This is an optimization exercise on Yosys and OpenROAD, whose aim is small area, not a production implementation. Function was checked by simulation only, so behaviour that the tests miss may differ from the original. No activity file was given, so power comes from the tool's default toggle rates.

==> flow/design.v <==
module ITVM(clk,rst,vehicleType,destination,seatType,numSeat,confirm,paymentMethod,mobileBank,tk50,tk100,tk500,tk1000,cashin,ticket,totalFare, returnMoney);
input clk, rst;
input [1:0]vehicleType;  
input destination; 
input [1:0]seatType;  
input [11:0]numSeat;
input confirm;
input paymentMethod; 
input mobileBank;  
input tk50;
input tk100;
input tk500;
input tk1000;
output [13:0]cashin;
output ticket;
output [13:0]returnMoney;
output [13:0] totalFare;
reg [12:0] cash;
reg [2:0] pend;
localparam P_NONE = 3'd0, P_50 = 3'd1, P_100 = 3'd2, P_500 = 3'd3, P_1000 = 3'd4;
reg [11:0] fare;
reg [12:0] ret;
reg [3:0] state;
localparam
Start = 4'd0,
chooseVehicle = 4'd1,
chooseDestination = 4'd2,
calculation = 4'd3,
confirmation = 4'd4,
choosePayment = 4'd5,
mobilebaking = 4'd6,
cashcount = 4'd7,
ticketOut = 4'd8,
returnticket = 4'd9,
ticketStart = 4'd10,  
resetStart = 4'd11;  
assign cashin = {cash, 1'b0};
assign totalFare = {fare, 2'b00};
assign returnMoney = {ret, 1'b0};
assign ticket = (state == ticketStart);
function [12:0] rca;
  input [12:0] a, b;
  input ci;
  integer i;
  reg c;
  begin
    c = ci;
    for (i = 0; i < 13; i = i + 1) begin
      rca[i] = a[i] ^ b[i] ^ c;
      c = (a[i] & b[i]) | (c & (a[i] ^ b[i]));
    end
  end
endfunction
reg [8:0] addv;
always @(*) begin
  case (pend)
    P_50: addv = 9'd25;
    P_100: addv = 9'd50;
    P_500: addv = 9'd250;
    P_1000: addv = 9'd500;
    default: addv = 9'd0;
  endcase
end
wire [12:0] ncSum = rca(cash, {4'd0, addv}, 1'b0);
wire [12:0] noteCounter = (state == resetStart) ? 13'd0 : ncSum;
always @(posedge clk) begin
  cash <= noteCounter;
  if (tk50) pend <= P_50;
  else if (tk100) pend <= P_100;
  else if (tk500) pend <= P_500;
  else if (tk1000) pend <= P_1000;
  else pend <= P_NONE;
end
reg valid, a4, a8, b1, b2, bn;
always @(*) begin
  valid = 1'b1;
  {a4, a8, b1, b2, bn} = 5'b00000;
  case ({vehicleType, destination, seatType})
    5'b00_0_00: {a4, b2} = 2'b11;           
    5'b00_0_01: a4 = 1'b1;                  
    5'b00_1_00: {a8, b2} = 2'b11;           
    5'b00_1_01: {a4, b1} = 2'b11;           
    5'b01_0_00: a4 = 1'b1;                  
    5'b01_0_01: {a4, bn} = 2'b11;           
    5'b01_1_00: {a4, b1} = 2'b11;           
    5'b01_1_01: {a4, bn} = 2'b11;           
    5'b10_0_00: a4 = 1'b1;                  
    5'b10_0_01: b2 = 1'b1;                  
    5'b10_1_00: {a8, bn} = 2'b11;           
    5'b10_1_01: {a4, b1} = 2'b11;           
    5'b11_0_10: a8 = 1'b1;                  
    5'b11_0_11: a4 = 1'b1;                  
    5'b11_1_10: {a8, b2} = 2'b11;           
    5'b11_1_11: {a4, b2} = 2'b11;           
    default: valid = 1'b0;
  endcase
  if (rst) {a4, a8, b1, b2, bn} = 5'b00000;
end
wire aero = (vehicleType == 2'b11);
wire [11:0] x = numSeat;
wire [11:0] xp = {rca({3'd0, x[11:2]}, {3'd0, x[9:0] & {10{aero}}}, 1'b0), x[1:0]};
wire [11:0] opA = ({12{a4}} & {xp[9:0], 2'b0}) | ({12{a8}} & {xp[8:0], 3'b0});
wire [11:0] opB = ({12{b1}} & xp) | ({12{b2}} & {xp[10:0], 1'b0}) | ({12{bn}} & ~xp);
wire [11:0] z = rca({1'b0, opA}, {1'b0, opB}, bn);
wire [11:0] t1 = {z[8:0], 3'b0};
wire [11:0] t2 = {z[7:0], 4'b0};
wire [11:0] cs = z ^ t1 ^ t2;
wire [11:0] cc = ((z & t1) | (z & t2) | (t1 & t2));
wire [11:0] prod = rca({1'b0, cs}, {1'b0, cc[10:0], 1'b0}, 1'b0);
wire [12:0] dsum = rca({1'b0, cash[12:1]}, {1'b0, ~fare}, 1'b1);
wire [11:0] diff = dsum[11:0];
wire nb = dsum[12];             
wire same = (diff == 12'd0);    
wire eq = same & !cash[0];
wire gt = nb & !eq;
always @(posedge clk) begin
  if (rst || (state == calculation && valid)) fare <= prod;
  if (rst) begin
    state <= resetStart;
    ret <= 13'd0;
  end else begin
    ret <= 13'd0;
    case (state)
      Start, ticketStart, resetStart: state <= chooseVehicle;
      chooseVehicle: state <= chooseDestination;
      chooseDestination: state <= calculation;
      calculation: if (valid) state <= confirmation;
      confirmation: state <= confirm ? choosePayment : Start;
      choosePayment: state <= paymentMethod ? mobilebaking : cashcount;
      mobilebaking: state <= mobileBank ? ticketOut : Start;
      cashcount: state <= gt ? returnticket : (eq ? ticketOut : cashcount);
      ticketOut: state <= ticketStart;
      returnticket: begin
        state <= ticketStart;
        ret <= {diff, cash[0]};
      end
      default: state <= Start;
    endcase
  end
end
endmodule
==> flow/config.mk <==
export PLATFORM = sky130hd
export DESIGN_NAME = ITVM
export DESIGN_NICKNAME = ITVM
export VERILOG_FILES = /design/flow/design.v
export SDC_FILE = /design/flow/constraint.sdc
export NUM_CORES = 4
export LEC_CHECK = 0
export CAP_MARGIN = 20
export CORE_MARGIN = 2
export CORE_UTILIZATION = 65
export SLEW_MARGIN = 20
==> flow/constraint.sdc <==
create_clock -name core_clock -period 10.0 [get_ports {clk}]
set_input_delay 2.0000 -clock core_clock [delete_from_list [all_inputs] [get_ports {clk}]]
set_output_delay 2.0000 -clock core_clock [all_outputs]
set_load 0.01 [all_outputs]
standard.sh (not shown) runs the stock make flow with config.mk's settings and CLKGATE_MAP_FILE= SYNTH_SCRIPT=/design/flow/synth_recipe.tcl, a recipe that flattens the netlist after the stock synthesis.
==> flow/flow/run.sh <==
#!/bin/bash
# The standard layout (standard.sh), with three changes:
#  - synthesis is flow/mysynth.tcl: area-oriented ABC, and a choice of
#    full-adder polarity that saves inverters (flow/rtlil_pol.py);
#  - port buffers are buf_1 cells instead of the default choice;
#  - clock tree synthesis adds no dummy loads to the clock nets.
# Each tool's output is in the ORFS logs under orfs/logs; standard.log has the rest.
set -euo pipefail
here=$(pwd)
bash standard.sh SYNTH_SCRIPT="$here/flow/mysynth.tcl" \
  BUFFER_PORTS_ARGS="-buffer_cell sky130_fd_sc_hd__buf_1" \
  CTS_ARGS="-sink_clustering_enable -repair_clock_nets -dont_use_dummy_load" \
  finish > standard.log 2>&1
Other scripts of this flow, unchanged in this note and not shown: flow/flow/abc_area.script, flow/flow/mysynth.tcl, flow/flow/rtlil_pol.py
Change:
CORE_UTILIZATION = 40   (was 65)
Sequential share of layout area shrinks by 0.67 points.
Count of clock-buffer cells in the layout stays the same.
Global-route usage goes down by 11 points.
Change:
CORE_UTILIZATION = 75   (was 40)
After rerunning:
- The new run finished clean
- via count rose by 5.4%
- wire length rose by 4.7%
- final area fell by 2.2%
- setup slack is worse by 0.25 ns
- sequential share of layout area rose by 0.67 points
Change:
--- a/flow/flow/run.sh
+++ b/flow/flow/run.sh
@@ -12 +12 @@
-  CTS_ARGS="-sink_clustering_enable -repair_clock_nets -dont_use_dummy_load" \
+  CTS_ARGS="-sink_clustering_enable -repair_clock_nets -dont_use_dummy_load -sink_clustering_size 16 -sink_clustering_max_diameter 200 -buf_list {sky130_fd_sc_hd__clkbuf_8}" \
CORE_UTILIZATION = 40   (was 75)
Effect:
- The changed run completed with no timing, DRC or antenna violations
- wire length falls by 4.5%
- setup slack is better by 0.25 ns
- area after synthesis does not change
- clock power hardly moves
- power goes down by 1.4%
- via count fell by 5.1%
- hold slack gets better by 0.0084 ns
- global-route usage went down by 16 points
- register-to-register slack improves by 0.03 ns

-- re-timing with driven ports --
The results above use ideal ports. As a check the final layouts listed here were re-extracted and re-timed, cells and wires unchanged. Step 1: set_driving_cell puts a clkbuf_16 on clk and a buf_2 on each other input, an assumption about the parent block. Step 2, shift: input delay + t, output delay - t, t = (earliest + latest rising clock arrival at the registers) / 2. This alone moves slack from input paths to output paths. Three values: no drivers, after step 1, after step 2; two values: the first two.
| run | t (ns) | setup slack, ns | clock arrival spread, ns | worst register clock-pin slew, ns |
|---|---|---|---|---|
| the first run | 0.314 | 0.581 / 0.592 / 0.278 | 0.026 / 0.027 | 0.09 / 0.09 |
| the second run | 0.315 | 0.772 / 0.777 / 0.462 | 0.022 / 0.021 | 0.09 / 0.09 |
| the third run | 0.308 | 0.518 / 0.523 / 0.215 | 0.019 / 0.019 | 0.09 / 0.09 |
| the fourth run | 0.315 | 0.772 / 0.777 / 0.462 | 0.022 / 0.021 | 0.09 / 0.09 |
After both steps every run listed still meets setup and hold.
